Background: an optimization exercise with open tools, aiming at small area and a short achievable clock period. Do not read the settings as production practice. The RTL was checked by simulation tests, not by an equivalence proof against the original design. No run shown here takes its clock network from TritonCTS; it comes from the design's own scripts or RTL. The clock input has no modelled driver; a real chip could not lean on it and would need a root buffer or a full tree. No activity file was given, so power comes from the tool's default toggle rates.

==> design/flow/design.v <==
module alu_top(clk, a, b, op, out, carry_out, over_flow, zero);
input clk;
input [31:0] a, b;
input [2:0] op;
output reg [31:0] out;
output reg carry_out, over_flow, zero;
reg [31:0] a_r, b_r;
reg [2:0] op_r;
wire [31:0] alu_out;
wire alu_carry_out, alu_over_flow, alu_zero;
ALU alu_core(a_r, b_r, op_r, alu_out, alu_carry_out, alu_over_flow, alu_zero);
always @(posedge clk) begin
	a_r <= a;
	b_r <= b;
	op_r <= op;
	out <= alu_out;
	carry_out <= alu_carry_out;
	over_flow <= alu_over_flow;
	zero <= alu_zero;
end
endmodule

module lf_andn(a, b, y);
input a, b;
output y;
assign y = ~a & b;
endmodule
module lf_aoi21(a, b, c, y);
input a, b, c;
output y;
assign y = ~((a & b) | c);
endmodule
module lf_inv(a, y);
input a;
output y;
assign y = ~a;
endmodule
module lf_mux2(s, a, b, y);
input s, a, b;
output y;
assign y = s ? b : a;
endmodule
module lf_mux2i(s, a, b, y);
input s, a, b;
output y;
assign y = ~(s ? b : a);
endmodule
module lf_nand2(a, b, y);
input a, b;
output y;
assign y = ~(a & b);
endmodule
module lf_nand4(a, b, c, d, y);
input a, b, c, d;
output y;
assign y = ~(a & b & c & d);
endmodule
module lf_nor2(a, b, y);
input a, b;
output y;
assign y = ~(a | b);
endmodule
module lf_nor4(a, b, c, d, y);
input a, b, c, d;
output y;
assign y = ~(a | b | c | d);
endmodule
module lf_oai21(a, b, c, y);
input a, b, c;
output y;
assign y = ~((a | b) & c);
endmodule
module lf_oai22(a, b, c, d, y);
input a, b, c, d;
output y;
assign y = ~((a | b) & (c | d));
endmodule
module lf_xnor2(a, b, y);
input a, b;
output y;
assign y = ~(a ^ b);
endmodule
module lf_xor2(a, b, y);
input a, b;
output y;
assign y = a ^ b;
endmodule
module ALU(a, b, addr, out, carry_out, over_flow, zero);
input [31:0] a, b;
input [2:0] addr;
output [31:0] out;
output carry_out, over_flow, zero;
wire op3 = (addr == 3'd3);
wire bi  = (addr == 3'd1) | op3;             
wire inv = (addr == 3'd5) | (addr == 3'd6);  
wire ci  = bi | inv;                         
wire cin_n = ~ci;
wire epn = (addr == 3'd3) | (addr == 3'd4) | (addr == 3'd5);  
wire egn = ~addr[2];                                           
wire ec  = (addr == 3'd0) | (addr == 3'd1);
wire ecn = ~ec;
wire q_1;
wire q_2;
wire q_3;
wire q_4;
wire q_5;
wire q_6;
wire q_7;
wire q_8;
wire q_9;
wire q_10;
wire q_11;
wire q_12;
wire q_13;
wire q_14;
wire q_15;
wire q_16;
wire q_17;
wire q_18;
wire q_19;
wire q_20;
wire q_21;
wire q_22;
wire q_23;
wire q_24;
wire q_25;
wire q_26;
wire q_27;
wire q_28;
wire q_29;
wire q_30;
wire q_31;
wire q_32;
wire bi_33;
wire bi_34;
wire bi_35;
wire bi_36;
wire pn_37;
wire pn_38;
wire pn_39;
wire pn_40;
wire pn_41;
wire pn_42;
wire pn_43;
wire pn_44;
wire pn_45;
wire pn_46;
wire pn_47;
wire pn_48;
wire pn_49;
wire pn_50;
wire pn_51;
wire pn_52;
wire pn_53;
wire pn_54;
wire pn_55;
wire pn_56;
wire pn_57;
wire pn_58;
wire pn_59;
wire pn_60;
wire pn_61;
wire pn_62;
wire pn_63;
wire pn_64;
wire pn_65;
wire pn_66;
wire pn_67;
wire pn_68;
wire gn_69;
wire gn_70;
wire gn_71;
wire gn_72;
wire gn_73;
wire gn_74;
wire gn_75;
wire gn_76;
wire gn_77;
wire gn_78;
wire gn_79;
wire gn_80;
wire gn_81;
wire gn_82;
wire gn_83;
wire gn_84;
wire gn_85;
wire gn_86;
wire gn_87;
wire gn_88;
wire gn_89;
wire gn_90;
wire gn_91;
wire gn_92;
wire gn_93;
wire gn_94;
wire gn_95;
wire gn_96;
wire gn_97;
wire gn_98;
wire gn_99;
wire gn_100;
wire G_101;
wire G_102;
wire G_103;
wire P_104;
wire G_105;
wire P_106;
wire G_107;
wire P_108;
wire G_109;
wire P_110;
wire G_111;
wire P_112;
wire G_113;
wire P_114;
wire G_115;
wire P_116;
wire G_117;
wire P_118;
wire G_119;
wire P_120;
wire G_121;
wire P_122;
wire G_123;
wire P_124;
wire G_125;
wire P_126;
wire G_127;
wire P_128;
wire G_129;
wire P_130;
wire G_131;
wire P_132;
wire G_133;
wire G_134;
wire P_135;
wire G_136;
wire P_137;
wire G_138;
wire P_139;
wire G_140;
wire P_141;
wire G_142;
wire P_143;
wire G_144;
wire P_145;
wire G_146;
wire P_147;
wire G_148;
wire G_149;
wire P_150;
wire G_151;
wire P_152;
wire G_153;
wire P_154;
wire G_155;
wire G_156;
wire P_157;
wire G_158;
wire i_159;
wire G_160;
wire i_161;
wire G_162;
wire G_163;
wire G_164;
wire i_165;
wire G_166;
wire G_167;
wire G_168;
wire i_169;
wire G_170;
wire G_171;
wire i_172;
wire G_173;
wire G_174;
wire i_175;
wire G_176;
wire G_177;
wire G_178;
wire i_179;
wire G_180;
wire G_181;
wire i_182;
wire G_183;
wire G_184;
wire G_185;
wire G_186;
wire i_187;
wire G_188;
wire G_189;
wire G_190;
wire G_191;
wire i_192;
wire G_193;
wire G_194;
wire L_195;
wire L_196;
wire kn_197;
wire M_198;
wire L_199;
wire k_200;
wire M_201;
wire L_202;
wire M_203;
wire L_204;
wire M_205;
wire L_206;
wire M_207;
wire L_208;
wire M_209;
wire L_210;
wire M_211;
wire L_212;
wire k_213;
wire M_214;
wire L_215;
wire M_216;
wire L_217;
wire kn_218;
wire M_219;
wire L_220;
wire M_221;
wire L_222;
wire M_223;
wire L_224;
wire M_225;
wire L_226;
wire M_227;
wire L_228;
wire M_229;
wire L_230;
wire kn_231;
wire M_232;
wire L_233;
wire k_234;
wire M_235;
wire L_236;
wire M_237;
wire L_238;
wire M_239;
wire L_240;
wire M_241;
wire L_242;
wire M_243;
wire L_244;
wire M_245;
wire L_246;
wire M_247;
wire L_248;
wire kn_249;
wire M_250;
wire L_251;
wire k_252;
wire M_253;
wire L_254;
wire M_255;
wire L_256;
wire M_257;
wire L_258;
wire M_259;
wire L_260;
wire M_261;
wire L_262;
wire M_263;
wire L_264;
wire M_265;
wire z_266;
wire z_267;
wire z_268;
wire z_269;
wire z_270;
wire z_271;
wire z_272;
wire z_273;
wire z_274;
wire z_275;
wire z_276;
wire z_277;
wire z_278;
wire z_279;
wire z_280;
wire z_281;
wire z_282;
wire z_283;
wire z_284;
wire z_285;
wire mb0;
wire c31 = G_194;
wire c32 = G_158;
wire p31 = ~pn_68;
wire k1 = (op3 & ~p31) | inv;
wire k0 = (op3 & p31) | inv;
wire m1 = (ec & ci) | k1;
wire m0 = (ec & ci) | k0;
assign carry_out = c32 ^ inv;
assign over_flow = c31 ^ c32;
  lf_xnor2 u0 (.a(a[0]), .b(b[0]), .y(q_1));
  lf_xnor2 u1 (.a(a[1]), .b(b[1]), .y(q_2));
  lf_xnor2 u2 (.a(a[2]), .b(b[2]), .y(q_3));
  lf_xnor2 u3 (.a(a[3]), .b(b[3]), .y(q_4));
  lf_xnor2 u4 (.a(a[4]), .b(b[4]), .y(q_5));
  lf_xnor2 u5 (.a(a[5]), .b(b[5]), .y(q_6));
  lf_xnor2 u6 (.a(a[6]), .b(b[6]), .y(q_7));
  lf_xnor2 u7 (.a(a[7]), .b(b[7]), .y(q_8));
  lf_xnor2 u8 (.a(a[8]), .b(b[8]), .y(q_9));
  lf_xnor2 u9 (.a(a[9]), .b(b[9]), .y(q_10));
  lf_xnor2 u10 (.a(a[10]), .b(b[10]), .y(q_11));
  lf_xnor2 u11 (.a(a[11]), .b(b[11]), .y(q_12));
  lf_xnor2 u12 (.a(a[12]), .b(b[12]), .y(q_13));
  lf_xnor2 u13 (.a(a[13]), .b(b[13]), .y(q_14));
  lf_xnor2 u14 (.a(a[14]), .b(b[14]), .y(q_15));
  lf_xnor2 u15 (.a(a[15]), .b(b[15]), .y(q_16));
  lf_xnor2 u16 (.a(a[16]), .b(b[16]), .y(q_17));
  lf_xnor2 u17 (.a(a[17]), .b(b[17]), .y(q_18));
  lf_xnor2 u18 (.a(a[18]), .b(b[18]), .y(q_19));
  lf_xnor2 u19 (.a(a[19]), .b(b[19]), .y(q_20));
  lf_xnor2 u20 (.a(a[20]), .b(b[20]), .y(q_21));
  lf_xnor2 u21 (.a(a[21]), .b(b[21]), .y(q_22));
  lf_xnor2 u22 (.a(a[22]), .b(b[22]), .y(q_23));
  lf_xnor2 u23 (.a(a[23]), .b(b[23]), .y(q_24));
  lf_xnor2 u24 (.a(a[24]), .b(b[24]), .y(q_25));
  lf_xnor2 u25 (.a(a[25]), .b(b[25]), .y(q_26));
  lf_xnor2 u26 (.a(a[26]), .b(b[26]), .y(q_27));
  lf_xnor2 u27 (.a(a[27]), .b(b[27]), .y(q_28));
  lf_xnor2 u28 (.a(a[28]), .b(b[28]), .y(q_29));
  lf_xnor2 u29 (.a(a[29]), .b(b[29]), .y(q_30));
  lf_xnor2 u30 (.a(a[30]), .b(b[30]), .y(q_31));
  lf_xnor2 u31 (.a(a[31]), .b(b[31]), .y(q_32));
  lf_andn u32 (.a(addr[2]), .b(addr[0]), .y(bi_33));
  lf_andn u33 (.a(addr[2]), .b(addr[0]), .y(bi_34));
  lf_andn u34 (.a(addr[2]), .b(addr[0]), .y(bi_35));
  lf_andn u35 (.a(addr[2]), .b(addr[0]), .y(bi_36));
  lf_xor2 u36 (.a(q_1), .b(bi_33), .y(pn_37));
  lf_xor2 u37 (.a(q_2), .b(bi_33), .y(pn_38));
  lf_xor2 u38 (.a(q_3), .b(bi_33), .y(pn_39));
  lf_xor2 u39 (.a(q_4), .b(bi_33), .y(pn_40));
  lf_xor2 u40 (.a(q_5), .b(bi_33), .y(pn_41));
  lf_xor2 u41 (.a(q_6), .b(bi_33), .y(pn_42));
  lf_xor2 u42 (.a(q_7), .b(bi_33), .y(pn_43));
  lf_xor2 u43 (.a(q_8), .b(bi_33), .y(pn_44));
  lf_xor2 u44 (.a(q_9), .b(bi_34), .y(pn_45));
  lf_xor2 u45 (.a(q_10), .b(bi_34), .y(pn_46));
  lf_xor2 u46 (.a(q_11), .b(bi_34), .y(pn_47));
  lf_xor2 u47 (.a(q_12), .b(bi_34), .y(pn_48));
  lf_xor2 u48 (.a(q_13), .b(bi_34), .y(pn_49));
  lf_xor2 u49 (.a(q_14), .b(bi_34), .y(pn_50));
  lf_xor2 u50 (.a(q_15), .b(bi_34), .y(pn_51));
  lf_xor2 u51 (.a(q_16), .b(bi_34), .y(pn_52));
  lf_xor2 u52 (.a(q_17), .b(bi_35), .y(pn_53));
  lf_xor2 u53 (.a(q_18), .b(bi_35), .y(pn_54));
  lf_xor2 u54 (.a(q_19), .b(bi_35), .y(pn_55));
  lf_xor2 u55 (.a(q_20), .b(bi_35), .y(pn_56));
  lf_xor2 u56 (.a(q_21), .b(bi_35), .y(pn_57));
  lf_xor2 u57 (.a(q_22), .b(bi_35), .y(pn_58));
  lf_xor2 u58 (.a(q_23), .b(bi_35), .y(pn_59));
  lf_xor2 u59 (.a(q_24), .b(bi_35), .y(pn_60));
  lf_xor2 u60 (.a(q_25), .b(bi_36), .y(pn_61));
  lf_xor2 u61 (.a(q_26), .b(bi_36), .y(pn_62));
  lf_xor2 u62 (.a(q_27), .b(bi_36), .y(pn_63));
  lf_xor2 u63 (.a(q_28), .b(bi_36), .y(pn_64));
  lf_xor2 u64 (.a(q_29), .b(bi_36), .y(pn_65));
  lf_xor2 u65 (.a(q_30), .b(bi_36), .y(pn_66));
  lf_xor2 u66 (.a(q_31), .b(bi_36), .y(pn_67));
  lf_xor2 u67 (.a(q_32), .b(bi_36), .y(pn_68));
  lf_nand2 u68 (.a(a[0]), .b(pn_37), .y(gn_69));
  lf_nand2 u69 (.a(a[1]), .b(pn_38), .y(gn_70));
  lf_nand2 u70 (.a(a[2]), .b(pn_39), .y(gn_71));
  lf_nand2 u71 (.a(a[3]), .b(pn_40), .y(gn_72));
  lf_nand2 u72 (.a(a[4]), .b(pn_41), .y(gn_73));
  lf_nand2 u73 (.a(a[5]), .b(pn_42), .y(gn_74));
  lf_nand2 u74 (.a(a[6]), .b(pn_43), .y(gn_75));
  lf_nand2 u75 (.a(a[7]), .b(pn_44), .y(gn_76));
  lf_nand2 u76 (.a(a[8]), .b(pn_45), .y(gn_77));
  lf_nand2 u77 (.a(a[9]), .b(pn_46), .y(gn_78));
  lf_nand2 u78 (.a(a[10]), .b(pn_47), .y(gn_79));
  lf_nand2 u79 (.a(a[11]), .b(pn_48), .y(gn_80));
  lf_nand2 u80 (.a(a[12]), .b(pn_49), .y(gn_81));
  lf_nand2 u81 (.a(a[13]), .b(pn_50), .y(gn_82));
  lf_nand2 u82 (.a(a[14]), .b(pn_51), .y(gn_83));
  lf_nand2 u83 (.a(a[15]), .b(pn_52), .y(gn_84));
  lf_nand2 u84 (.a(a[16]), .b(pn_53), .y(gn_85));
  lf_nand2 u85 (.a(a[17]), .b(pn_54), .y(gn_86));
  lf_nand2 u86 (.a(a[18]), .b(pn_55), .y(gn_87));
  lf_nand2 u87 (.a(a[19]), .b(pn_56), .y(gn_88));
  lf_nand2 u88 (.a(a[20]), .b(pn_57), .y(gn_89));
  lf_nand2 u89 (.a(a[21]), .b(pn_58), .y(gn_90));
  lf_nand2 u90 (.a(a[22]), .b(pn_59), .y(gn_91));
  lf_nand2 u91 (.a(a[23]), .b(pn_60), .y(gn_92));
  lf_nand2 u92 (.a(a[24]), .b(pn_61), .y(gn_93));
  lf_nand2 u93 (.a(a[25]), .b(pn_62), .y(gn_94));
  lf_nand2 u94 (.a(a[26]), .b(pn_63), .y(gn_95));
  lf_nand2 u95 (.a(a[27]), .b(pn_64), .y(gn_96));
  lf_nand2 u96 (.a(a[28]), .b(pn_65), .y(gn_97));
  lf_nand2 u97 (.a(a[29]), .b(pn_66), .y(gn_98));
  lf_nand2 u98 (.a(a[30]), .b(pn_67), .y(gn_99));
  lf_nand2 u99 (.a(a[31]), .b(pn_68), .y(gn_100));
  lf_mux2i u100 (.s(pn_37), .a(ci), .b(a[0]), .y(G_101));
  lf_oai21 u101 (.a(pn_38), .b(G_101), .c(gn_70), .y(G_102));
  lf_oai21 u102 (.a(pn_40), .b(gn_71), .c(gn_72), .y(G_103));
  lf_nor2 u103 (.a(pn_40), .b(pn_39), .y(P_104));
  lf_oai21 u104 (.a(pn_42), .b(gn_73), .c(gn_74), .y(G_105));
  lf_nor2 u105 (.a(pn_42), .b(pn_41), .y(P_106));
  lf_oai21 u106 (.a(pn_44), .b(gn_75), .c(gn_76), .y(G_107));
  lf_nor2 u107 (.a(pn_44), .b(pn_43), .y(P_108));
  lf_oai21 u108 (.a(pn_46), .b(gn_77), .c(gn_78), .y(G_109));
  lf_nor2 u109 (.a(pn_46), .b(pn_45), .y(P_110));
  lf_oai21 u110 (.a(pn_48), .b(gn_79), .c(gn_80), .y(G_111));
  lf_nor2 u111 (.a(pn_48), .b(pn_47), .y(P_112));
  lf_oai21 u112 (.a(pn_50), .b(gn_81), .c(gn_82), .y(G_113));
  lf_nor2 u113 (.a(pn_50), .b(pn_49), .y(P_114));
  lf_oai21 u114 (.a(pn_52), .b(gn_83), .c(gn_84), .y(G_115));
  lf_nor2 u115 (.a(pn_52), .b(pn_51), .y(P_116));
  lf_oai21 u116 (.a(pn_54), .b(gn_85), .c(gn_86), .y(G_117));
  lf_nor2 u117 (.a(pn_54), .b(pn_53), .y(P_118));
  lf_oai21 u118 (.a(pn_56), .b(gn_87), .c(gn_88), .y(G_119));
  lf_nor2 u119 (.a(pn_56), .b(pn_55), .y(P_120));
  lf_oai21 u120 (.a(pn_58), .b(gn_89), .c(gn_90), .y(G_121));
  lf_nor2 u121 (.a(pn_58), .b(pn_57), .y(P_122));
  lf_oai21 u122 (.a(pn_60), .b(gn_91), .c(gn_92), .y(G_123));
  lf_nor2 u123 (.a(pn_60), .b(pn_59), .y(P_124));
  lf_oai21 u124 (.a(pn_62), .b(gn_93), .c(gn_94), .y(G_125));
  lf_nor2 u125 (.a(pn_62), .b(pn_61), .y(P_126));
  lf_oai21 u126 (.a(pn_64), .b(gn_95), .c(gn_96), .y(G_127));
  lf_nor2 u127 (.a(pn_64), .b(pn_63), .y(P_128));
  lf_oai21 u128 (.a(pn_66), .b(gn_97), .c(gn_98), .y(G_129));
  lf_nor2 u129 (.a(pn_66), .b(pn_65), .y(P_130));
  lf_oai21 u130 (.a(pn_68), .b(gn_99), .c(gn_100), .y(G_131));
  lf_nor2 u131 (.a(pn_68), .b(pn_67), .y(P_132));
  lf_aoi21 u132 (.a(P_104), .b(G_102), .c(G_103), .y(G_133));
  lf_aoi21 u133 (.a(P_108), .b(G_105), .c(G_107), .y(G_134));
  lf_nand2 u134 (.a(P_108), .b(P_106), .y(P_135));
  lf_aoi21 u135 (.a(P_112), .b(G_109), .c(G_111), .y(G_136));
  lf_nand2 u136 (.a(P_112), .b(P_110), .y(P_137));
  lf_aoi21 u137 (.a(P_116), .b(G_113), .c(G_115), .y(G_138));
  lf_nand2 u138 (.a(P_116), .b(P_114), .y(P_139));
  lf_aoi21 u139 (.a(P_120), .b(G_117), .c(G_119), .y(G_140));
  lf_nand2 u140 (.a(P_120), .b(P_118), .y(P_141));
  lf_aoi21 u141 (.a(P_124), .b(G_121), .c(G_123), .y(G_142));
  lf_nand2 u142 (.a(P_124), .b(P_122), .y(P_143));
  lf_aoi21 u143 (.a(P_128), .b(G_125), .c(G_127), .y(G_144));
  lf_nand2 u144 (.a(P_128), .b(P_126), .y(P_145));
  lf_aoi21 u145 (.a(P_132), .b(G_129), .c(G_131), .y(G_146));
  lf_nand2 u146 (.a(P_132), .b(P_130), .y(P_147));
  lf_oai21 u147 (.a(P_135), .b(G_133), .c(G_134), .y(G_148));
  lf_oai21 u148 (.a(P_139), .b(G_136), .c(G_138), .y(G_149));
  lf_nor2 u149 (.a(P_139), .b(P_137), .y(P_150));
  lf_oai21 u150 (.a(P_143), .b(G_140), .c(G_142), .y(G_151));
  lf_nor2 u151 (.a(P_143), .b(P_141), .y(P_152));
  lf_oai21 u152 (.a(P_147), .b(G_144), .c(G_146), .y(G_153));
  lf_nor2 u153 (.a(P_147), .b(P_145), .y(P_154));
  lf_aoi21 u154 (.a(P_150), .b(G_148), .c(G_149), .y(G_155));
  lf_aoi21 u155 (.a(P_154), .b(G_151), .c(G_153), .y(G_156));
  lf_nand2 u156 (.a(P_154), .b(P_152), .y(P_157));
  lf_oai21 u157 (.a(P_157), .b(G_155), .c(G_156), .y(G_158));
  lf_inv u158 (.a(G_155), .y(i_159));
  lf_aoi21 u159 (.a(P_152), .b(i_159), .c(G_151), .y(G_160));
  lf_inv u160 (.a(G_148), .y(i_161));
  lf_oai21 u161 (.a(P_137), .b(i_161), .c(G_136), .y(G_162));
  lf_oai21 u162 (.a(P_141), .b(G_155), .c(G_140), .y(G_163));
  lf_oai21 u163 (.a(P_145), .b(G_160), .c(G_144), .y(G_164));
  lf_inv u164 (.a(G_133), .y(i_165));
  lf_aoi21 u165 (.a(P_106), .b(i_165), .c(G_105), .y(G_166));
  lf_aoi21 u166 (.a(P_110), .b(G_148), .c(G_109), .y(G_167));
  lf_aoi21 u167 (.a(P_114), .b(G_162), .c(G_113), .y(G_168));
  lf_inv u168 (.a(G_155), .y(i_169));
  lf_aoi21 u169 (.a(P_118), .b(i_169), .c(G_117), .y(G_170));
  lf_aoi21 u170 (.a(P_122), .b(G_163), .c(G_121), .y(G_171));
  lf_inv u171 (.a(G_160), .y(i_172));
  lf_aoi21 u172 (.a(P_126), .b(i_172), .c(G_125), .y(G_173));
  lf_aoi21 u173 (.a(P_130), .b(G_164), .c(G_129), .y(G_174));
  lf_inv u174 (.a(G_102), .y(i_175));
  lf_oai21 u175 (.a(pn_39), .b(i_175), .c(gn_71), .y(G_176));
  lf_oai21 u176 (.a(pn_41), .b(G_133), .c(gn_73), .y(G_177));
  lf_oai21 u177 (.a(pn_43), .b(G_166), .c(gn_75), .y(G_178));
  lf_inv u178 (.a(G_148), .y(i_179));
  lf_oai21 u179 (.a(pn_45), .b(i_179), .c(gn_77), .y(G_180));
  lf_oai21 u180 (.a(pn_47), .b(G_167), .c(gn_79), .y(G_181));
  lf_inv u181 (.a(G_162), .y(i_182));
  lf_oai21 u182 (.a(pn_49), .b(i_182), .c(gn_81), .y(G_183));
  lf_oai21 u183 (.a(pn_51), .b(G_168), .c(gn_83), .y(G_184));
  lf_oai21 u184 (.a(pn_53), .b(G_155), .c(gn_85), .y(G_185));
  lf_oai21 u185 (.a(pn_55), .b(G_170), .c(gn_87), .y(G_186));
  lf_inv u186 (.a(G_163), .y(i_187));
  lf_oai21 u187 (.a(pn_57), .b(i_187), .c(gn_89), .y(G_188));
  lf_oai21 u188 (.a(pn_59), .b(G_171), .c(gn_91), .y(G_189));
  lf_oai21 u189 (.a(pn_61), .b(G_160), .c(gn_93), .y(G_190));
  lf_oai21 u190 (.a(pn_63), .b(G_173), .c(gn_95), .y(G_191));
  lf_inv u191 (.a(G_164), .y(i_192));
  lf_oai21 u192 (.a(pn_65), .b(i_192), .c(gn_97), .y(G_193));
  lf_oai21 u193 (.a(pn_67), .b(G_174), .c(gn_99), .y(G_194));
  lf_oai22 u194 (.a(pn_37), .b(epn), .c(gn_69), .d(egn), .y(L_195));
  lf_xor2 u195 (.a(L_195), .b(mb0), .y(out[0]));
  lf_oai22 u196 (.a(pn_38), .b(epn), .c(gn_70), .d(egn), .y(L_196));
  lf_mux2i u197 (.s(G_158), .a(k0), .b(k1), .y(kn_197));
  lf_oai21 u198 (.a(G_101), .b(ecn), .c(kn_197), .y(M_198));
  lf_xor2 u199 (.a(L_196), .b(M_198), .y(out[1]));
  lf_oai22 u200 (.a(pn_39), .b(epn), .c(gn_71), .d(egn), .y(L_199));
  lf_mux2 u201 (.s(G_158), .a(k0), .b(k1), .y(k_200));
  lf_aoi21 u202 (.a(G_102), .b(ec), .c(k_200), .y(M_201));
  lf_xnor2 u203 (.a(L_199), .b(M_201), .y(out[2]));
  lf_oai22 u204 (.a(pn_40), .b(epn), .c(gn_72), .d(egn), .y(L_202));
  lf_aoi21 u205 (.a(G_176), .b(ec), .c(k_200), .y(M_203));
  lf_xnor2 u206 (.a(L_202), .b(M_203), .y(out[3]));
  lf_oai22 u207 (.a(pn_41), .b(epn), .c(gn_73), .d(egn), .y(L_204));
  lf_oai21 u208 (.a(G_133), .b(ecn), .c(kn_197), .y(M_205));
  lf_xor2 u209 (.a(L_204), .b(M_205), .y(out[4]));
  lf_oai22 u210 (.a(pn_42), .b(epn), .c(gn_74), .d(egn), .y(L_206));
  lf_aoi21 u211 (.a(G_177), .b(ec), .c(k_200), .y(M_207));
  lf_xnor2 u212 (.a(L_206), .b(M_207), .y(out[5]));
  lf_oai22 u213 (.a(pn_43), .b(epn), .c(gn_75), .d(egn), .y(L_208));
  lf_oai21 u214 (.a(G_166), .b(ecn), .c(kn_197), .y(M_209));
  lf_xor2 u215 (.a(L_208), .b(M_209), .y(out[6]));
  lf_oai22 u216 (.a(pn_44), .b(epn), .c(gn_76), .d(egn), .y(L_210));
  lf_aoi21 u217 (.a(G_178), .b(ec), .c(k_200), .y(M_211));
  lf_xnor2 u218 (.a(L_210), .b(M_211), .y(out[7]));
  lf_oai22 u219 (.a(pn_45), .b(epn), .c(gn_77), .d(egn), .y(L_212));
  lf_mux2 u220 (.s(G_158), .a(k0), .b(k1), .y(k_213));
  lf_aoi21 u221 (.a(G_148), .b(ec), .c(k_213), .y(M_214));
  lf_xnor2 u222 (.a(L_212), .b(M_214), .y(out[8]));
  lf_oai22 u223 (.a(pn_46), .b(epn), .c(gn_78), .d(egn), .y(L_215));
  lf_aoi21 u224 (.a(G_180), .b(ec), .c(k_213), .y(M_216));
  lf_xnor2 u225 (.a(L_215), .b(M_216), .y(out[9]));
  lf_oai22 u226 (.a(pn_47), .b(epn), .c(gn_79), .d(egn), .y(L_217));
  lf_mux2i u227 (.s(G_158), .a(k0), .b(k1), .y(kn_218));
  lf_oai21 u228 (.a(G_167), .b(ecn), .c(kn_218), .y(M_219));
  lf_xor2 u229 (.a(L_217), .b(M_219), .y(out[10]));
  lf_oai22 u230 (.a(pn_48), .b(epn), .c(gn_80), .d(egn), .y(L_220));
  lf_aoi21 u231 (.a(G_181), .b(ec), .c(k_213), .y(M_221));
  lf_xnor2 u232 (.a(L_220), .b(M_221), .y(out[11]));
  lf_oai22 u233 (.a(pn_49), .b(epn), .c(gn_81), .d(egn), .y(L_222));
  lf_aoi21 u234 (.a(G_162), .b(ec), .c(k_213), .y(M_223));
  lf_xnor2 u235 (.a(L_222), .b(M_223), .y(out[12]));
  lf_oai22 u236 (.a(pn_50), .b(epn), .c(gn_82), .d(egn), .y(L_224));
  lf_aoi21 u237 (.a(G_183), .b(ec), .c(k_213), .y(M_225));
  lf_xnor2 u238 (.a(L_224), .b(M_225), .y(out[13]));
  lf_oai22 u239 (.a(pn_51), .b(epn), .c(gn_83), .d(egn), .y(L_226));
  lf_oai21 u240 (.a(G_168), .b(ecn), .c(kn_218), .y(M_227));
  lf_xor2 u241 (.a(L_226), .b(M_227), .y(out[14]));
  lf_oai22 u242 (.a(pn_52), .b(epn), .c(gn_84), .d(egn), .y(L_228));
  lf_aoi21 u243 (.a(G_184), .b(ec), .c(k_213), .y(M_229));
  lf_xnor2 u244 (.a(L_228), .b(M_229), .y(out[15]));
  lf_oai22 u245 (.a(pn_53), .b(epn), .c(gn_85), .d(egn), .y(L_230));
  lf_mux2i u246 (.s(G_158), .a(k0), .b(k1), .y(kn_231));
  lf_oai21 u247 (.a(G_155), .b(ecn), .c(kn_231), .y(M_232));
  lf_xor2 u248 (.a(L_230), .b(M_232), .y(out[16]));
  lf_oai22 u249 (.a(pn_54), .b(epn), .c(gn_86), .d(egn), .y(L_233));
  lf_mux2 u250 (.s(G_158), .a(k0), .b(k1), .y(k_234));
  lf_aoi21 u251 (.a(G_185), .b(ec), .c(k_234), .y(M_235));
  lf_xnor2 u252 (.a(L_233), .b(M_235), .y(out[17]));
  lf_oai22 u253 (.a(pn_55), .b(epn), .c(gn_87), .d(egn), .y(L_236));
  lf_oai21 u254 (.a(G_170), .b(ecn), .c(kn_231), .y(M_237));
  lf_xor2 u255 (.a(L_236), .b(M_237), .y(out[18]));
  lf_oai22 u256 (.a(pn_56), .b(epn), .c(gn_88), .d(egn), .y(L_238));
  lf_aoi21 u257 (.a(G_186), .b(ec), .c(k_234), .y(M_239));
  lf_xnor2 u258 (.a(L_238), .b(M_239), .y(out[19]));
  lf_oai22 u259 (.a(pn_57), .b(epn), .c(gn_89), .d(egn), .y(L_240));
  lf_aoi21 u260 (.a(G_163), .b(ec), .c(k_234), .y(M_241));
  lf_xnor2 u261 (.a(L_240), .b(M_241), .y(out[20]));
  lf_oai22 u262 (.a(pn_58), .b(epn), .c(gn_90), .d(egn), .y(L_242));
  lf_aoi21 u263 (.a(G_188), .b(ec), .c(k_234), .y(M_243));
  lf_xnor2 u264 (.a(L_242), .b(M_243), .y(out[21]));
  lf_oai22 u265 (.a(pn_59), .b(epn), .c(gn_91), .d(egn), .y(L_244));
  lf_oai21 u266 (.a(G_171), .b(ecn), .c(kn_231), .y(M_245));
  lf_xor2 u267 (.a(L_244), .b(M_245), .y(out[22]));
  lf_oai22 u268 (.a(pn_60), .b(epn), .c(gn_92), .d(egn), .y(L_246));
  lf_aoi21 u269 (.a(G_189), .b(ec), .c(k_234), .y(M_247));
  lf_xnor2 u270 (.a(L_246), .b(M_247), .y(out[23]));
  lf_oai22 u271 (.a(pn_61), .b(epn), .c(gn_93), .d(egn), .y(L_248));
  lf_mux2i u272 (.s(G_158), .a(k0), .b(k1), .y(kn_249));
  lf_oai21 u273 (.a(G_160), .b(ecn), .c(kn_249), .y(M_250));
  lf_xor2 u274 (.a(L_248), .b(M_250), .y(out[24]));
  lf_oai22 u275 (.a(pn_62), .b(epn), .c(gn_94), .d(egn), .y(L_251));
  lf_mux2 u276 (.s(G_158), .a(k0), .b(k1), .y(k_252));
  lf_aoi21 u277 (.a(G_190), .b(ec), .c(k_252), .y(M_253));
  lf_xnor2 u278 (.a(L_251), .b(M_253), .y(out[25]));
  lf_oai22 u279 (.a(pn_63), .b(epn), .c(gn_95), .d(egn), .y(L_254));
  lf_oai21 u280 (.a(G_173), .b(ecn), .c(kn_249), .y(M_255));
  lf_xor2 u281 (.a(L_254), .b(M_255), .y(out[26]));
  lf_oai22 u282 (.a(pn_64), .b(epn), .c(gn_96), .d(egn), .y(L_256));
  lf_aoi21 u283 (.a(G_191), .b(ec), .c(k_252), .y(M_257));
  lf_xnor2 u284 (.a(L_256), .b(M_257), .y(out[27]));
  lf_oai22 u285 (.a(pn_65), .b(epn), .c(gn_97), .d(egn), .y(L_258));
  lf_aoi21 u286 (.a(G_164), .b(ec), .c(k_252), .y(M_259));
  lf_xnor2 u287 (.a(L_258), .b(M_259), .y(out[28]));
  lf_oai22 u288 (.a(pn_66), .b(epn), .c(gn_98), .d(egn), .y(L_260));
  lf_aoi21 u289 (.a(G_193), .b(ec), .c(k_252), .y(M_261));
  lf_xnor2 u290 (.a(L_260), .b(M_261), .y(out[29]));
  lf_oai22 u291 (.a(pn_67), .b(epn), .c(gn_99), .d(egn), .y(L_262));
  lf_oai21 u292 (.a(G_174), .b(ecn), .c(kn_249), .y(M_263));
  lf_xor2 u293 (.a(L_262), .b(M_263), .y(out[30]));
  lf_oai22 u294 (.a(pn_68), .b(epn), .c(gn_100), .d(egn), .y(L_264));
  lf_aoi21 u295 (.a(G_194), .b(ec), .c(k_252), .y(M_265));
  lf_xnor2 u296 (.a(L_264), .b(M_265), .y(out[31]));
  lf_nor2 u297 (.a(out[0]), .b(out[1]), .y(z_266));
  lf_nor2 u298 (.a(out[2]), .b(out[3]), .y(z_267));
  lf_nor2 u299 (.a(out[4]), .b(out[5]), .y(z_268));
  lf_nor2 u300 (.a(out[6]), .b(out[7]), .y(z_269));
  lf_nor2 u301 (.a(out[8]), .b(out[9]), .y(z_270));
  lf_nor2 u302 (.a(out[10]), .b(out[11]), .y(z_271));
  lf_nor2 u303 (.a(out[12]), .b(out[13]), .y(z_272));
  lf_nor2 u304 (.a(out[14]), .b(out[15]), .y(z_273));
  lf_nor2 u305 (.a(out[16]), .b(out[17]), .y(z_274));
  lf_nor2 u306 (.a(out[18]), .b(out[19]), .y(z_275));
  lf_nor2 u307 (.a(out[20]), .b(out[21]), .y(z_276));
  lf_nor2 u308 (.a(out[22]), .b(out[23]), .y(z_277));
  lf_nor2 u309 (.a(out[24]), .b(out[25]), .y(z_278));
  lf_nor2 u310 (.a(out[26]), .b(out[27]), .y(z_279));
  lf_nor2 u311 (.a(out[28]), .b(out[29]), .y(z_280));
  lf_nor2 u312 (.a(out[30]), .b(out[31]), .y(z_281));
  lf_nand4 u313 (.a(z_266), .b(z_267), .c(z_268), .d(z_269), .y(z_282));
  lf_nand4 u314 (.a(z_270), .b(z_271), .c(z_272), .d(z_273), .y(z_283));
  lf_nand4 u315 (.a(z_274), .b(z_275), .c(z_276), .d(z_277), .y(z_284));
  lf_nand4 u316 (.a(z_278), .b(z_279), .c(z_280), .d(z_281), .y(z_285));
  lf_nor4 u317 (.a(z_282), .b(z_283), .c(z_284), .d(z_285), .y(zero));
lf_mux2 um (.s(c32), .a(m0), .b(m1), .y(mb0));   
endmodule
==> design/flow/flow/run.sh <==
#!/bin/bash
# The standard layout (standard.sh) with three changes to how it is made:
#  - the port buffers are sky130 buf_1 rather than the resizer's default pick;
#  - before floorplanning every combinational cell is set to drive strength 1
#    (flow/downsize.tcl), so only the resizer's timing repair sizes cells up;
#  - the timing repair aims at a setup slack margin of SETUP_MARGIN ns;
#  - the clock port drives MCTS_K buffers that each drive the flip-flops of
#    one region (flow/cts_hook.tcl), instead of TritonCTS's two-level tree.
# Each tool's output goes to ORFS's own per-step logs under orfs/logs; make's
# output goes to standard.log.
export BUFFER_PORTS_ARGS="-buffer_cell sky130_fd_sc_hd__buf_1"
export SETUP_SLACK_MARGIN=${SETUP_MARGIN:-10.65}
export PRE_FLOORPLAN_TCL=$PWD/flow/downsize.tcl
export MCTS_K=${MCTS_K:-4}
export MCTS_CELL=${MCTS_CELL:-sky130_fd_sc_hd__buf_12}
export PRE_CTS_TCL=$PWD/flow/cts_hook.tcl
bash standard.sh > standard.log 2>&1
==> design/flow/flow/cts_hook.tcl <==
# Clock distribution with one level of buffers: the clock port drives
# K buffer cells, each driving the flip-flops of one region of the
# core (the flip-flops split into K groups of equal size by position).
proc manual_cts {K {cell sky130_fd_sc_hd__clkbuf_16}} {
  set block [ord::get_db_block]
  set clknet [$block findNet clk]
  set master [[ord::get_db] findMaster $cell]
  set sinks {}
  foreach it [$clknet getITerms] {
    set inst [$it getInst]
    set xy [$inst getLocation]
    lappend sinks [list $it [lindex $xy 0] [lindex $xy 1]]
  }
  # split along the longer side of the sinks' bounding box
  set xs [lsort -integer [lmap s $sinks {lindex $s 1}]]
  set ys [lsort -integer [lmap s $sinks {lindex $s 2}]]
  set idx [expr {([lindex $xs end] - [lindex $xs 0]) >= ([lindex $ys end] - [lindex $ys 0]) ? 1 : 2}]
  set sinks [lsort -integer -index $idx $sinks]
  set n [llength $sinks]
  for {set g 0} {$g < $K} {incr g} {
    set lo [expr {$g * $n / $K}]
    set hi [expr {($g + 1) * $n / $K - 1}]
    set grp [lrange $sinks $lo $hi]
    set inst [odb::dbInst_create $block $master "clkbuf_m_$g"]
    set net [odb::dbNet_create $block "clk_m_$g"]
    $net setSigType CLOCK
    [$inst findITerm A] connect $clknet
    [$inst findITerm X] connect $net
    set sx 0; set sy 0
    foreach s $grp {
      set it [lindex $s 0]
      $it disconnect
      $it connect $net
      incr sx [lindex $s 1]; incr sy [lindex $s 2]
    }
    set m [llength $grp]
    $inst setLocation [expr {$sx / $m}] [expr {$sy / $m}]
    $inst setPlacementStatus PLACED
  }
}

# Used as the PRE_CTS hook of the standard flow: build the one-level clock
# distribution here, then let cts.tcl go on (detailed placement, timing
# repair) with TritonCTS's own tree building turned into a no-op.
manual_cts $::env(MCTS_K) $::env(MCTS_CELL)
set_propagated_clock [all_clocks]
rename clock_tree_synthesis tritoncts_clock_tree_synthesis
proc clock_tree_synthesis {args} {
  puts "cts_hook.tcl: clock_tree_synthesis skipped (one-level clock buffers built in the PRE_CTS hook)"
}
==> design/flow/flow/downsize.tcl <==
# Start placement from the smallest drive of every combinational cell that
# synthesis sized up; the timing repair later in the flow sizes up again only
# the cells on paths that need it. Flip-flops are left as synthesis made them.
set db [ord::get_db]
set n 0
foreach inst [[ord::get_db_block] getInsts] {
  set m [[$inst getMaster] getName]
  if {[regexp {^(sky130_fd_sc_hd__([a-z0-9]+))_([0-9]+)$} $m -> base kind sz] && $sz > 1
      && ![string match df* $kind] && ![string match sdf* $kind] && ![string match dl* $kind]} {
    set nm [$db findMaster ${base}_1]
    if {$nm ne "NULL"} {
      $inst swapMaster $nm
      incr n
    }
  }
}
puts "downsize.tcl: $n cells set to drive strength 1"
==> design/flow/standard.sh <==
#!/bin/bash
# synth_recipe.tcl (not shown) runs the flow's synth.tcl, then flattens the netlist and writes it again
# the make line also repeats each setting of config.mk as NAME=value (left out here)
make -C /OpenROAD-flow-scripts/flow DESIGN_CONFIG=/design/flow/config.mk WORK_HOME=/design/flow/orfs CLKGATE_MAP_FILE= SYNTH_SCRIPT=/design/flow/synth_recipe.tcl "${@:-finish}"
==> design/flow/config.mk <==
export PLATFORM = sky130hd
export DESIGN_NAME = alu_top
export DESIGN_NICKNAME = alu_top
export VERILOG_FILES = /design/flow/design.v
export SDC_FILE = /design/flow/constraint.sdc
export NUM_CORES = 4
export LEC_CHECK = 0
export CAP_MARGIN = 20
export CORE_MARGIN = 2
export CORE_UTILIZATION = 40
export SLEW_MARGIN = 20
export SYNTH_HIERARCHICAL = 1
==> design/flow/constraint.sdc <==
create_clock -name core_clock -period 14.5 [get_ports {clk}]
set_input_delay 2.9000 -clock core_clock [delete_from_list [all_inputs] [get_ports {clk}]]
set_output_delay 2.9000 -clock core_clock [all_outputs]
set_load 0.01 [all_outputs]
==> flow_metrics.tcl, run 1 <==
set metrics [dict create \
    setup.worst_path.end_class "flop" \
    min_period_ns 3.58 \
    fill_cells 1022 \
    cts_hold_buf 0 \
    final.period_utilization_pct 24.7 \
    core_area_sq_um 10200 \
    clock_latency_ns 0.14 \
    worst_ep_arrival_time_ns 3.63 \
    power.leakage_uw 0.00196 \
    maxSlewHeadroom_pct 43.8 \
    design.final.nets 633 \
    final.setup.tns_ns 0 \
    vias_in_the_first_global_route 3345 \
    final_common_cell "buf_1" \
    antenna_cells 0 \
    cp_data_required_time_ns 14.56 \
    slew_violations 0 \
    die_height_um 106 \
    worst_slew_pin_slew_ns 0.834 \
    yosysWarningCount 7 \
    final-setup-viol-count 0 \
    clock-skew-final_ns 0.0127 \
    mostFrequentLayoutCells "buf_1, dfxtp_1, xnor2_1" \
    ant_nets 0 \
    syn_inst 441 \
    criticalPathCategory "reg2reg" \
    chipWidth_um 106 \
    route.detailed.wl_per_inst_um 13.0 \
    rsz0062_at_grt "no" \
    layout.core_utilization_pct 49.6 \
    report.final.hold_viol_count 0 \
    timing.critical_path.from_type "flop" \
    outcome "complete, no violations" \
    detail_route.vias_per_cell 4.79 \
    die-area_sq_um 11100 \
    pwr-share-clk_pct 16.2 \
    drc_violations 0 \
    netSwitchingPower_uw 231 \
    critical_path_peak_fanout 10 \
    worst_path_largest_cell_delay_ns 0.42 \
    fraction_of_final_layout_cells_sized_beyond_drive_strength_1_pct 7.46 \
    maxCapViolCount 0 \
    grt_antenna_before_repair 0 \
    p_sw_share_pct 33.0 \
    timing.fmax_mhz 279 \
    sequential_share_of_power_pct 49.8 \
    globalRouteTotalUtil_pct 15.8 \
    ir_drop_mv 0.0566 \
    power_frac_comb_pct 34.0 \
    pin_count 103 \
    via_count 3350 \
    num_rows 37 \
    worst_setup_hold_path_clk_slew_ns 0.10 \
    gpl.final_weighted_congestion 0.859 \
    cells_traversed_along_the_worst_timing_path "nor2b_4 -> xor2_1 -> nand2_1 -> o21ai_1 -> a21oi_1 -> o21ai_1 -> a21oi_4 -> o21ai_4 -> buf_4 -> mux2_1 -> a21oi_1 -> xnor2_1 -> nor2_1 -> nand4_1 -> nor4_2" \
    cellPowerDensity_nw_per_um2 139 \
    worst_hold_path_type "reg2reg" \
    grt_max_degree 34 \
    total_global_routing_overflow 0 \
    cellInternalPower_uw 468 \
    slowest_stage "dfxtp_4" \
    initial_core_utilization_pct 40.5 \
    dp_hpwl_um 6740 \
    buffer_ports.inserted 102 \
    grt_pass1_wl_um 14900 \
    wl_um 9100 \
    synth.net_count 509 \
    drt_first_pass_iters 4 \
    drt_iter0_drc 142 \
]
==> metal layers <==
metal  part of all wire [%]  vias to the layer above  GRT usage (%)  routed length, um
met5                      0                        -              0                  0
met4                   0.54                        0           2.16                 49
met3                    4.4                        3           1.48                402
met2                     49                       72           28.6               4450
met1                     46                     1524           21.0               4190
li1                       -                     1751              -                  -
==> registers in the layout, summed over array words and instances, names as in the netlist <==
register   count
a_r           32
out           32
op_r           3
carry_out      1
b_r           32
zero           1
over_flow      1
==> area by class of cell <==
cell class	instances	area (sq um)	share of cell area [%]
multi-input cells	326	2160	42.9
flip-flops and latches	102	2050	40.6
repair buffers	119	536	10.6
well taps	136	170	3.37
plain buffers	4	80.1	1.59
inverters	12	48.8	0.967
==> timing repair <==
item                                    in CTS  in global routing
pin swaps                                    0                  3
buffers inserted                             3                 13
gates cloned                                 0                  0
endpoints found under the hold margin        0                  0
endpoints found under the setup margin      34                  1
gates resized for setup                     13                 16
==> final timing paths <==
path,slack (ns),to,start,cells past startpoint
worst max register to register,10.92,zero$_DFF_P_,op_r[0]$_DFF_P_,15
worst min register to register,0.66,out[17]$_DFF_P_,a_r[17]$_DFF_P_,3
worst min-delay path,0.66,out[17]$_DFF_P_,a_r[17]$_DFF_P_,3
worst max-delay path,10.92,zero$_DFF_P_,op_r[0]$_DFF_P_,15
==> stage by stage <==
stage	cell area (sq um)	hold WS [ns]	instances	worst slack (ns)	power, uW
3_3_place_gp	4690	0.655	679	9.87	573
2_1_floorplan	4130	0.585	441	10.71	506
5_1_grt	5050	0.721	699	10.65	746
4_1_cts	4850	0.664	686	10.67	692
3_5_place_dp	4690	0.651	679	9.63	575
6_report	5050	0.658	699	10.92	699
==> power by group through the flow <==
stage	Sequential [uW]	Clock (uW)	Combinational, uW
after floorplan	370	0	137
after global placement	354	0	219
after detailed placement	355	0	220
after CTS	349	117	225
after global routing	353	129	264
final	348	113	238
==> critical path, delay by kind of cell (launching register included) <==
| family | cells | cell delay (ns) |
|---|---|---|
| flops | 1 | 0.42 |
| simple gates | 5 | 0.99 |
| xor+xnor | 2 | 0.43 |
| compound gates | 6 | 1.09 |
| mux | 1 | 0.39 |
| buf+inv | 1 | 0.16 |
==> inputs of run 2 (changes only) <==
--- a/design/flow/flow/run.sh
+++ b/design/flow/flow/run.sh
@@ -9,7 +9,7 @@
 # Each tool's output goes to ORFS's own per-step logs under orfs/logs; make's
 # output goes to standard.log.
 export BUFFER_PORTS_ARGS="-buffer_cell sky130_fd_sc_hd__buf_1"
-export SETUP_SLACK_MARGIN=${SETUP_MARGIN:-10.65}
+export SETUP_SLACK_MARGIN=${SETUP_MARGIN:-10.5}
 export PRE_FLOORPLAN_TCL=$PWD/flow/downsize.tcl
 export MCTS_K=${MCTS_K:-4}
 export MCTS_CELL=${MCTS_CELL:-sky130_fd_sc_hd__buf_12}
==> flow_metrics.tcl, run 2 <==
set metrics [dict create \
    cts_hold_buf 0 \
    num_rows 37 \
    synth.net_count 509 \
    final-setup-viol-count 0 \
    grt_pass1_wl_um 14900 \
    route.detailed.wl_per_inst_um 13.2 \
    p_sw_share_pct 33.2 \
    timing.fmax_mhz 273 \
    report.final.hold_viol_count 0 \
    r2r_setup_slack_ns 10.84 \
    worst_ep_arrival_time_ns 3.70 \
    drt_first_pass_iters 4 \
    critical_path_peak_fanout 10 \
    total_global_routing_overflow 0 \
    mostFrequentLayoutCells "buf_1, dfxtp_1, xnor2_1" \
    core_area_sq_um 10200 \
    cellPowerDensity_nw_per_um2 140 \
    pwr-share-clk_pct 16.4 \
    clock_latency_ns 0.14 \
    globalRouteTotalUtil_pct 15.8 \
    largestRegisters "a_r x32, b_r x32, out x32" \
    drt_iter0_drc 118 \
    rsz0062_at_grt "no" \
    netSwitchingPower_uw 231 \
    clock-skew-final_ns 0.0150 \
    chipWidth_um 106 \
    min_period_ns 3.66 \
    via_count 3368 \
    antenna_cells 0 \
    rr_worst_depth 15 \
    hold-worst-slack_ns 0.651 \
    wl_um 9130 \
    power_frac_comb_pct 33.5 \
    power.leakage_uw 0.00192 \
    syn_inst 441 \
    dp_hpwl_um 6740 \
    initial_core_utilization_pct 40.5 \
    worst_slew_pin_slew_ns 1.12 \
    vias_in_the_first_global_route 3354 \
    gpl.final_weighted_congestion 0.859 \
    detail_route.vias_per_cell 4.87 \
    ir_drop_mv 0.0575 \
    cp_data_required_time_ns 14.54 \
    yosysWarningCount 7 \
    die-area_sq_um 11100 \
    final.setup.tns_ns 0 \
    timing.critical_path.from_type "flop" \
    grt_max_degree 34 \
    drc_violations 0 \
    fraction_of_final_layout_cells_sized_beyond_drive_strength_1_pct 5.76 \
    cellInternalPower_uw 465 \
    setup.worst_path.end_class "flop" \
    die_height_um 106 \
    buffer_ports.inserted 102 \
    hold_path_depth 3 \
    ant_nets 0 \
    pin_count 103 \
    grt_antenna_before_repair 0 \
    final.period_utilization_pct 25.2 \
    slew_violations 0 \
    worst_setup_hold_path_clk_slew_ns 0.11 \
    design.final.nets 626 \
    criticalPathCategory "reg2reg" \
    outcome "complete, no violations" \
    sequential_share_of_power_pct 50.1 \
    maxSlewHeadroom_pct 25.1 \
    maxCapViolCount 0 \
    worst_hold_path_type "reg2reg" \
    final_common_cell "buf_1" \
]
[run 2: power by group through the flow]
stage / sequential (uW) / combinational [uW] / clock (uW)
floorplan: 370 / 137 / 0
detailed placement: 355 / 220 / 0
CTS: 349 / 225 / 117
global placement: 354 / 219 / 0
finish: 348 / 233 / 114
global route: 353 / 259 / 129
[run 2: layout make-up]
| class | instances | area [sq um] |
|---|---|---|
| fillers | 1030 | 5230 |
| repair buffers | 112 | 470 |
| multi-input cells | 326 | 2140 |
| plain buffers | 4 | 80.1 |
| inverters | 12 | 45.0 |
| well taps | 136 | 170 |
| flip-flops and latches | 102 | 2050 |
[run 2: final timing paths]
kind,startpoint,endpoint
worst max-delay path,op_r[0]$_DFF_P_,zero$_DFF_P_
worst min-delay path,a_r[17]$_DFF_P_,out[17]$_DFF_P_
worst max register to register,op_r[0]$_DFF_P_,zero$_DFF_P_
worst min register to register,a_r[17]$_DFF_P_,out[17]$_DFF_P_
[run 2: what timing repair did]
item	in CTS	in global routing
endpoints found under the setup margin	34	1
gates cloned	0	0
setup buffers	3	6
pin swaps	0	2
resized for setup	10	14
[run 2: per-layer routing]
layer  up-vias  share of wire [%]  global-route usage, %
met5         -                  0                      0
met4         0               0.78                   2.16
met3         6                4.8                   1.48
met2        80                 49                   28.7
met1      1547                 46                   20.9
li1       1735                  -                      -
[run 2: per-stage QoR]
step                std cells  area (sq um)  utilization, %  setup slack, ns  power (uW)
finish                    692          4960            48.7            10.84         695
CTS                       686          4840            47.6            10.51         691
global placement          679          4690            46.0             9.87         573
detailed placement        679          4690            46.0             9.63         575
floorplan                 441          4130               -            10.71         506
global route              692          4960            48.7            10.55         741
[run 2: critical path: stages (launching register included)]
cell	delay, ns
dfxtp_4	0.42
nor2b_4	0.33
xor2_1	0.31
nand2_1	0.14
o21ai_1	0.20
a21oi_1	0.11
o21ai_1	0.25
a21oi_4	0.10
o21ai_4	0.29
buf_4	0.17
mux2_1	0.39
a21oi_1	0.19
xnor2_1	0.12
nor2_1	0.13
nand4_1	0.15
nor4_1	0.28
==> inputs of run 3 (changes only) <==
--- a/design/flow/flow/run.sh
+++ b/design/flow/flow/run.sh
@@ -9,7 +9,7 @@
 # Each tool's output goes to ORFS's own per-step logs under orfs/logs; make's
 # output goes to standard.log.
 export BUFFER_PORTS_ARGS="-buffer_cell sky130_fd_sc_hd__buf_1"
-export SETUP_SLACK_MARGIN=${SETUP_MARGIN:-10.5}
+export SETUP_SLACK_MARGIN=${SETUP_MARGIN:-11.0}
 export PRE_FLOORPLAN_TCL=$PWD/flow/downsize.tcl
 export MCTS_K=${MCTS_K:-4}
 export MCTS_CELL=${MCTS_CELL:-sky130_fd_sc_hd__buf_12}
==> flow_metrics.tcl, run 3 <==
set metrics [dict create \
    num_rows 37 \
    initial_core_utilization_pct 40.5 \
    cp_data_required_time_ns 11.60 \
    worst_ep_arrival_time_ns 0.58 \
    clock-skew-final_ns 0.00616 \
    report.final.hold_viol_count 0 \
    route.detailed.wl_per_inst_um 13.2 \
    setup.worst_path.end_class "primary output" \
    critical_path_peak_fanout 1 \
    clock_latency_ns 0.13 \
    antenna_cells 0 \
    final-setup-viol-count 0 \
    core_area_sq_um 10200 \
    design.final.nets 642 \
    syn_inst 441 \
    ant_nets 0 \
    cp_num_buf_inv 1 \
    drt_iter0_drc 132 \
    wl_um 9360 \
    via_count 3416 \
    ir_drop_mv 0.0639 \
    grt_max_degree 34 \
    worst_path_largest_cell_delay_ns 0.34 \
    rsz0062_at_grt "yes" \
    die_height_um 106 \
    worst_hold_path_type "reg2reg" \
    finish.cell_count_without_fillers 708 \
    chipWidth_um 106 \
    synth.net_count 509 \
    pin_count 103 \
    gpl.final_weighted_congestion 0.836 \
    maxSlewHeadroom_pct 32.2 \
    total_global_routing_overflow 0 \
    globalRouteTotalUtil_pct 15.6 \
    final.setup.tns_ns 0 \
    grt_pass1_wl_um 14800 \
    worst_setup_hold_path_clk_slew_ns 0.10 \
    finalPower_uw 758 \
    final_common_cell "dfxtp_1" \
    timing.fmax_mhz 287 \
    outcome "complete, no violations" \
    yosysWarningCount 7 \
    vias_in_the_first_global_route 3248 \
    buffer_ports.inserted 102 \
    final.period_utilization_pct 24.0 \
    worst_slew_pin_slew_ns 1.01 \
    fraction_of_final_layout_cells_sized_beyond_drive_strength_1_pct 24.7 \
    mostFrequentLayoutCells "dfxtp_1, buf_1, xnor2_1" \
    criticalPathCategory "reg2out" \
    cells_traversed_along_the_worst_timing_path "buf_6" \
    detail_route.vias_per_cell 4.82 \
    largestRegisters "a_r x32, b_r x32, out x32" \
    drc_violations 0 \
    grt_antenna_before_repair 0 \
    power.leakage_uw 0.00218 \
    fill_cells 967 \
    dpl.cell_count 679 \
    cts_hold_buf 0 \
    die-area_sq_um 11100 \
    crit_family "flip-flops" \
    dp_hpwl_um 6570 \
    cellPowerDensity_nw_per_um2 137 \
    maxCapViolCount 0 \
    drt_first_pass_iters 4 \
    slowest_stage "dfxtp_2" \
    slew_violations 0 \
    timing.critical_path.from_type "flop" \
    min_period_ns 3.48 \
]
run 3: timing repair:
item	in CTS	in global routing
setup buffers	10	15
gates resized for setup	53	94
pin swaps	5	13
hold endpoints to repair	0	0
endpoints found under the setup margin	58	26
run 3: final cells by class:
class | count | area, sq um | area share (%)
Timing Repair Buffer | 128 | 778 | 14.1
Tap cell | 136 | 170 | 3.08
Buffer | 4 | 80.1 | 1.45
Sequential cell | 102 | 2070 | 37.4
Inverter | 12 | 48.8 | 0.882
Multi-Input combinational cell | 326 | 2380 | 43.1
run 3: routing by layer:
metal | up-vias | share of wire, % | wire length [um] | global-route usage, %
li1 | 1759 | - | - | -
met3 | 12 | 4.6 | 432 | 1.30
met1 | 1553 | 44 | 4130 | 21.1
met5 | - | 0 | 0 | 0
met4 | 0 | 1.7 | 155 | 2.82
met2 | 92 | 50 | 4640 | 27.4
run 3: report_power, final:
| part | switching [uW] | internal, uW | total (uW) |
|---|---|---|---|
| clock network | 67.7 | 44.9 | 113 |
| registers | 21.4 | 332 | 354 |
| logic | 153 | 138 | 292 |
run 3: path summary, 6_finish.rpt:
kind                            slack, ns              to       startpoint  depth (start not counted)
worst max-delay path                11.02         out[18]  out[18]$_DFF_P_                          1
worst min-delay path                 0.66  out[7]$_DFF_P_   a_r[7]$_DFF_P_                          3
worst max register to register      11.12    zero$_DFF_P_  op_r[0]$_DFF_P_                         16
worst min register to register       0.66  out[7]$_DFF_P_   a_r[7]$_DFF_P_                          3
run 3: stage by stage:
step / utilization [%] / setup WS (ns) / hold WS (ns) / area (sq um)
3_5_place_dp: 46.2 / 10.13 / 0.657 / 4700
5_1_grt: 54.3 / 10.93 / 0.712 / 5530
3_3_place_gp: 46.2 / 10.18 / 0.659 / 4700
2_1_floorplan: - / 11.09 / 0.618 / 4140
4_1_cts: 49.2 / 10.98 / 0.669 / 5010
6_report: 54.3 / 11.02 / 0.664 / 5530
==> inputs of run 4 (changes only) <==
--- a/design/flow/flow/run.sh
+++ b/design/flow/flow/run.sh
@@ -9,7 +9,7 @@
 # Each tool's output goes to ORFS's own per-step logs under orfs/logs; make's
 # output goes to standard.log.
 export BUFFER_PORTS_ARGS="-buffer_cell sky130_fd_sc_hd__buf_1"
-export SETUP_SLACK_MARGIN=${SETUP_MARGIN:-11.0}
+export SETUP_SLACK_MARGIN=${SETUP_MARGIN:-10.9}
 export PRE_FLOORPLAN_TCL=$PWD/flow/downsize.tcl
 export MCTS_K=${MCTS_K:-4}
 export MCTS_CELL=${MCTS_CELL:-sky130_fd_sc_hd__buf_12}
==> flow_metrics.tcl, run 4 <==
set metrics [dict create \
    outcome "complete, no violations" \
    drt_first_pass_iters 4 \
    pin_count 103 \
    cp_data_required_time_ns 11.60 \
    total_global_routing_overflow 0 \
    r2r_setup_slack_ns 11.04 \
    grt_pass1_wl_um 15200 \
    detail_route.vias_per_cell 4.91 \
    maxCapViolCount 0 \
    cellPowerDensity_nw_per_um2 137 \
    final-setup-viol-count 0 \
    buffer_ports.inserted 102 \
    finalPower_uw 704 \
    gpl.final_weighted_congestion 0.842 \
    worst_slew_pin_slew_ns 0.864 \
    power.leakage_uw 0.00197 \
    yosysWarningCount 7 \
    grt_max_degree 34 \
    final.setup.tns_ns 0 \
    ir_drop_mv 0.0611 \
    grt_antenna_before_repair 0 \
    initial_core_utilization_pct 40.5 \
    dp_hpwl_um 6690 \
    criticalPathCategory "reg2out" \
    fraction_of_final_layout_cells_sized_beyond_drive_strength_1_pct 9.79 \
    critical_path.reg2reg.endpoint "zero$_DFF_P_" \
    worst_ep_arrival_time_ns 0.66 \
    largestRegisters "a_r x32, b_r x32, out x32" \
    drc_violations 0 \
    timing.fmax_mhz 281 \
    synth.net_count 509 \
    die-area_sq_um 11100 \
    chipWidth_um 106 \
    antenna_cells 0 \
    via_count 3424 \
    ant_nets 0 \
    cts_hold_buf 0 \
    clock_latency_ns 0.14 \
    timing.critical_path.from_type "flop" \
    route.detailed.wl_per_inst_um 13.3 \
    setup.worst_path.end_class "primary output" \
    worst_setup_hold_path_clk_slew_ns 0.10 \
    cp_num_buf_inv 1 \
    critical_path_peak_fanout 1 \
    syn_inst 441 \
    regToRegStartpoint "op_r[0]$_DFF_P_" \
    slew_violations 0 \
    slowest_stage "dfxtp_1" \
    rsz0062_at_grt "yes" \
    rr_worst_depth 17 \
    layout.core_utilization_pct 50.3 \
    wl_um 9260 \
    cells_traversed_along_the_worst_timing_path "buf_1" \
    die_height_um 106 \
    worst_path_largest_cell_delay_ns 0.37 \
    hold_path_startpoint "op_r[2]$_DFF_P_" \
    mostFrequentLayoutCells "buf_1, dfxtp_1, xnor2_1" \
    design.final.nets 632 \
    globalRouteTotalUtil_pct 16.0 \
    hold_end "carry_out$_DFF_P_" \
    report.final.hold_viol_count 0 \
    drt_iter0_drc 74 \
    final_common_cell "buf_1" \
    min_period_ns 3.56 \
    vias_in_the_first_global_route 3301 \
    maxSlewHeadroom_pct 41.9 \
    core_area_sq_um 10200 \
    hold_path_depth 2 \
    num_rows 37 \
    worst_hold_path_type "reg2reg" \
    clock-skew-final_ns 0.0122 \
    fill_cells 1008 \
    final.period_utilization_pct 24.5 \
    crit_family "flip-flops" \
]
run 4: layout make-up:
class | instances | area (sq um) | area share [%]
plain buffers | 4 | 80.1 | 1.56
multi-input cells | 326 | 2260 | 44.0
repair buffers | 118 | 520 | 10.2
inverters | 12 | 48.8 | 0.952
well taps | 136 | 170 | 3.32
flip-flops and latches | 102 | 2050 | 40.0
run 4: where the power goes:
part | leakage (uW) | switching [uW] | internal [uW] | total [uW]
sequential | 0.000861 | 19.4 | 328 | 348
combinational | 0.00107 | 148 | 95.8 | 244
clock | 0.0000376 | 67.4 | 45.0 | 112
total | 0.00197 | 235 | 469 | 704
run 4: worst max-delay path by stage:
stage,startpoint,slack [ns],depth (start not counted),to
after global routing,a_r[0]$_DFF_P_,10.82,17,zero$_DFF_P_
after CTS,op_r[0]$_DFF_P_,10.91,14,zero$_DFF_P_
after floorplan,op_r[2]$_DFF_P_,10.91,14,zero$_DFF_P_
after detailed placement,op_r[0]$_DFF_P_,9.87,14,zero$_DFF_P_
after global placement,op_r[0]$_DFF_P_,9.98,14,zero$_DFF_P_
final,out[4]$_DFF_P_,10.94,1,out[4]
run 4: per-stage QoR:
stage / instance area (sq um) / instances / setup slack, ns / hold slack (ns)
3_5_place_dp: 4690 / 679 / 9.87 / 0.653
6_report: 5120 / 698 / 10.94 / 0.665
2_1_floorplan: 4130 / 441 / 10.91 / 0.595
3_3_place_gp: 4690 / 679 / 9.98 / 0.649
5_1_grt: 5120 / 698 / 10.82 / 0.709
4_1_cts: 4870 / 689 / 10.91 / 0.669
run 4: timing repair:
| action | in CTS | in global routing |
|---|---|---|
| setup buffers | 6 | 9 |
| setup endpoints to repair | 34 | 14 |
| pin swaps | 2 | 3 |
| resized for setup | 14 | 33 |
run 4: layer usage:
layer	wire length (um)	global-route usage [%]
met2	4530	28.0
met4	150	2.63
met3	479	1.24
met5	0	0
met1	4100	22.1
==> inputs of run 5 (changes only) <==
--- a/design/flow/flow/run.sh
+++ b/design/flow/flow/run.sh
@@ -9,7 +9,7 @@
 # Each tool's output goes to ORFS's own per-step logs under orfs/logs; make's
 # output goes to standard.log.
 export BUFFER_PORTS_ARGS="-buffer_cell sky130_fd_sc_hd__buf_1"
-export SETUP_SLACK_MARGIN=${SETUP_MARGIN:-10.9}
+export SETUP_SLACK_MARGIN=${SETUP_MARGIN:-10.8}
 export PRE_FLOORPLAN_TCL=$PWD/flow/downsize.tcl
 export MCTS_K=${MCTS_K:-4}
 export MCTS_CELL=${MCTS_CELL:-sky130_fd_sc_hd__buf_12}
--- a/design/flow/config.mk
+++ b/design/flow/config.mk
@@ -7,6 +7,7 @@
 export LEC_CHECK = 0
 export CAP_MARGIN = 20
 export CORE_MARGIN = 2
-export CORE_UTILIZATION = 40
+export CORE_UTILIZATION = 65
+export PLACE_DENSITY = 0.75
 export SLEW_MARGIN = 20
 export SYNTH_HIERARCHICAL = 1
==> flow_metrics.tcl, run 5 <==
set metrics [dict create \
    detail_route.vias_per_cell 5.50 \
    report.final.hold_viol_count 0 \
    antenna_cells 0 \
    worst_hold_path_type "reg2reg" \
    outcome "complete, no violations" \
    grt_max_degree 34 \
    via_count 3513 \
    drt_first_pass_iters 4 \
    worst_path_largest_cell_delay_ns 0.38 \
    final.period_utilization_pct 24.7 \
    core_area_sq_um 6240 \
    timing.critical_path.from_type "flop" \
    syn_inst 441 \
    die_height_um 83.6 \
    globalRouteTotalUtil_pct 23.7 \
    worst_setup_hold_path_clk_slew_ns 0.10 \
    dpl.cell_count 620 \
    sequential_share_of_power_pct 49.0 \
    drc_violations 0 \
    ant_nets 0 \
    worst_slew_pin_slew_ns 0.954 \
    initial_core_utilization_pct 66.0 \
    grt_pass1_wl_um 14200 \
    netSwitchingPower_uw 235 \
    wl_um 9020 \
    hold-worst-slack_ns 0.661 \
    largestRegisters "a_r x32, b_r x32, out x32" \
    critical_path_peak_fanout 1 \
    yosysWarningCount 7 \
    maxCapViolCount 0 \
    slowest_stage "dfxtp_1" \
    criticalPathCategory "reg2out" \
    drt_iter0_drc 215 \
    buffer_ports.inserted 102 \
    power.leakage_uw 0.00198 \
    cp_data_required_time_ns 11.60 \
    final-setup-viol-count 0 \
    clock-skew-final_ns 0.0111 \
    final_common_cell "buf_1" \
    design.final.nets 632 \
    gpl.final_weighted_congestion 0.927 \
    maxSlewHeadroom_pct 35.9 \
    num_rows 29 \
    ir_drop_mv 0.0920 \
    pwr-share-clk_pct 16.1 \
    min_period_ns 3.58 \
    finish.cell_count_without_fillers 639 \
    final.setup.tns_ns 0 \
    rsz0062_at_grt "no" \
    vias_in_the_first_global_route 3264 \
    route.detailed.wl_per_inst_um 14.1 \
    power_frac_comb_pct 34.9 \
    post-route-cell-area_sq_um 5120 \
    die-area_sq_um 6990 \
    worst_ep_arrival_time_ns 0.68 \
    clock_latency_ns 0.14 \
    fraction_of_final_layout_cells_sized_beyond_drive_strength_1_pct 9.61 \
    p_sw_share_pct 33.2 \
    mostFrequentLayoutCells "buf_1, dfxtp_1, xnor2_1" \
    chipWidth_um 83.6 \
    cellPowerDensity_nw_per_um2 138 \
    setup.worst_path.end_class "primary output" \
    dp_hpwl_um 6460 \
    cp_num_buf_inv 1 \
    cellInternalPower_uw 473 \
    synth.net_count 509 \
    pin_count 103 \
    crit_family "flip-flops" \
    timing.fmax_mhz 279 \
    total_global_routing_overflow 0 \
    slew_violations 0 \
    grt_antenna_before_repair 0 \
    cells_traversed_along_the_worst_timing_path "buf_1" \
    dpl-instance-area_sq_um 4610 \
]
-- run 5: worst paths after layout --
path | startpoint | to | slack [ns] | depth (start not counted)
max | zero$_DFF_P_ | zero | 10.92 | 1
min | op_r[2]$_DFF_P_ | carry_out$_DFF_P_ | 0.66 | 2
max reg2reg | op_r[0]$_DFF_P_ | zero$_DFF_P_ | 10.97 | 16
min reg2reg | op_r[2]$_DFF_P_ | carry_out$_DFF_P_ | 0.66 | 2
-- run 5: metrics by stage --
step,utilization (%),worst slack [ns],power (uW)
3_5_place_dp,73.9,9.82,571
3_3_place_gp,73.9,10.06,565
5_1_grt,82.0,10.72,743
4_1_cts,76.9,10.83,688
2_1_floorplan,-,10.91,506
6_report,82.0,10.92,708
-- run 5: power by group through the flow --
| stage | combinational, uW | clock [uW] | sequential [uW] |
|---|---|---|---|
| finish | 247 | 114 | 347 |
| floorplan | 137 | 0 | 370 |
| CTS | 227 | 114 | 347 |
| detailed placement | 218 | 0 | 353 |
| global placement | 213 | 0 | 352 |
| global route | 270 | 123 | 350 |
-- run 5: metal layers --
| layer | wire [um] | vias to the layer above | global-route usage [%] | share of wire [%] |
|---|---|---|---|---|
| li1 | - | 1748 | - | - |
| met1 | 3770 | 1636 | 31.5 | 42 |
| met2 | 4610 | 120 | 43.6 | 51 |
| met3 | 516 | 9 | 1.29 | 5.7 |
| met4 | 116 | 0 | 3.67 | 1.3 |
| met5 | 0 | - | 0 | 0 |
-- run 5: final cells by class --
type | count | area (sq um)
Tap cell | 77 | 96.3
Inverter | 12 | 45.0
Timing Repair Buffer | 118 | 581
Sequential cell | 102 | 2050
Buffer | 4 | 80.1
Fill cell | 423 | 1120
Multi-Input combinational cell | 326 | 2270
-- run 5: timing repair --
item,CTS,global route
resized for setup,14,32
hold buffers,0,0
setup endpoints to repair,34,1
pin swaps,1,4
setup buffers,5,9

==> afterwards: timing with drivers on the ports <==
The flow's constraints put no driver on any port. The routed layouts listed below were extracted and timed again, unchanged, in two steps.
Step 1 (the two cells are an assumption about what drives the block):
set clk [get_ports {clk}]
set_driving_cell -lib_cell sky130_fd_sc_hd__clkbuf_16 $clk
set_driving_cell -lib_cell sky130_fd_sc_hd__buf_2 [delete_from_list [all_inputs] $clk]
Step 2 adds t to the input delays and takes it off the output delays; t is the mean of the earliest and latest rising clock arrival at the registers after step 1. Input paths then give back, and output paths get back, about the clock's delay inside the block.
Slacks: ideal / step 1 / step 2; pairs: ideal / step 1.
run	t, ns	slack for setup (ns)	worst setup path at the end	latest minus earliest clock arrival (ns)	worst register clock-pin slew, ns
run 1	0.210	10.922 / 10.849 / 10.922	register to register	0.013 / 0.013	0.10 / 0.10
run 2	0.211	10.841 / 10.841 / 10.841	register to register	0.016 / 0.015	0.11 / 0.11
run 3	0.210	11.019 / 10.940 / 11.118	register to register	0.006 / 0.006	0.10 / 0.10
run 4	0.208	10.943 / 10.864 / 11.041	register to register	0.012 / 0.012	0.10 / 0.10
run 5	0.207	10.916 / 10.841 / 10.973	register to register	0.012 / 0.012	0.10 / 0.10
After both steps setup and hold are still met in every run listed.
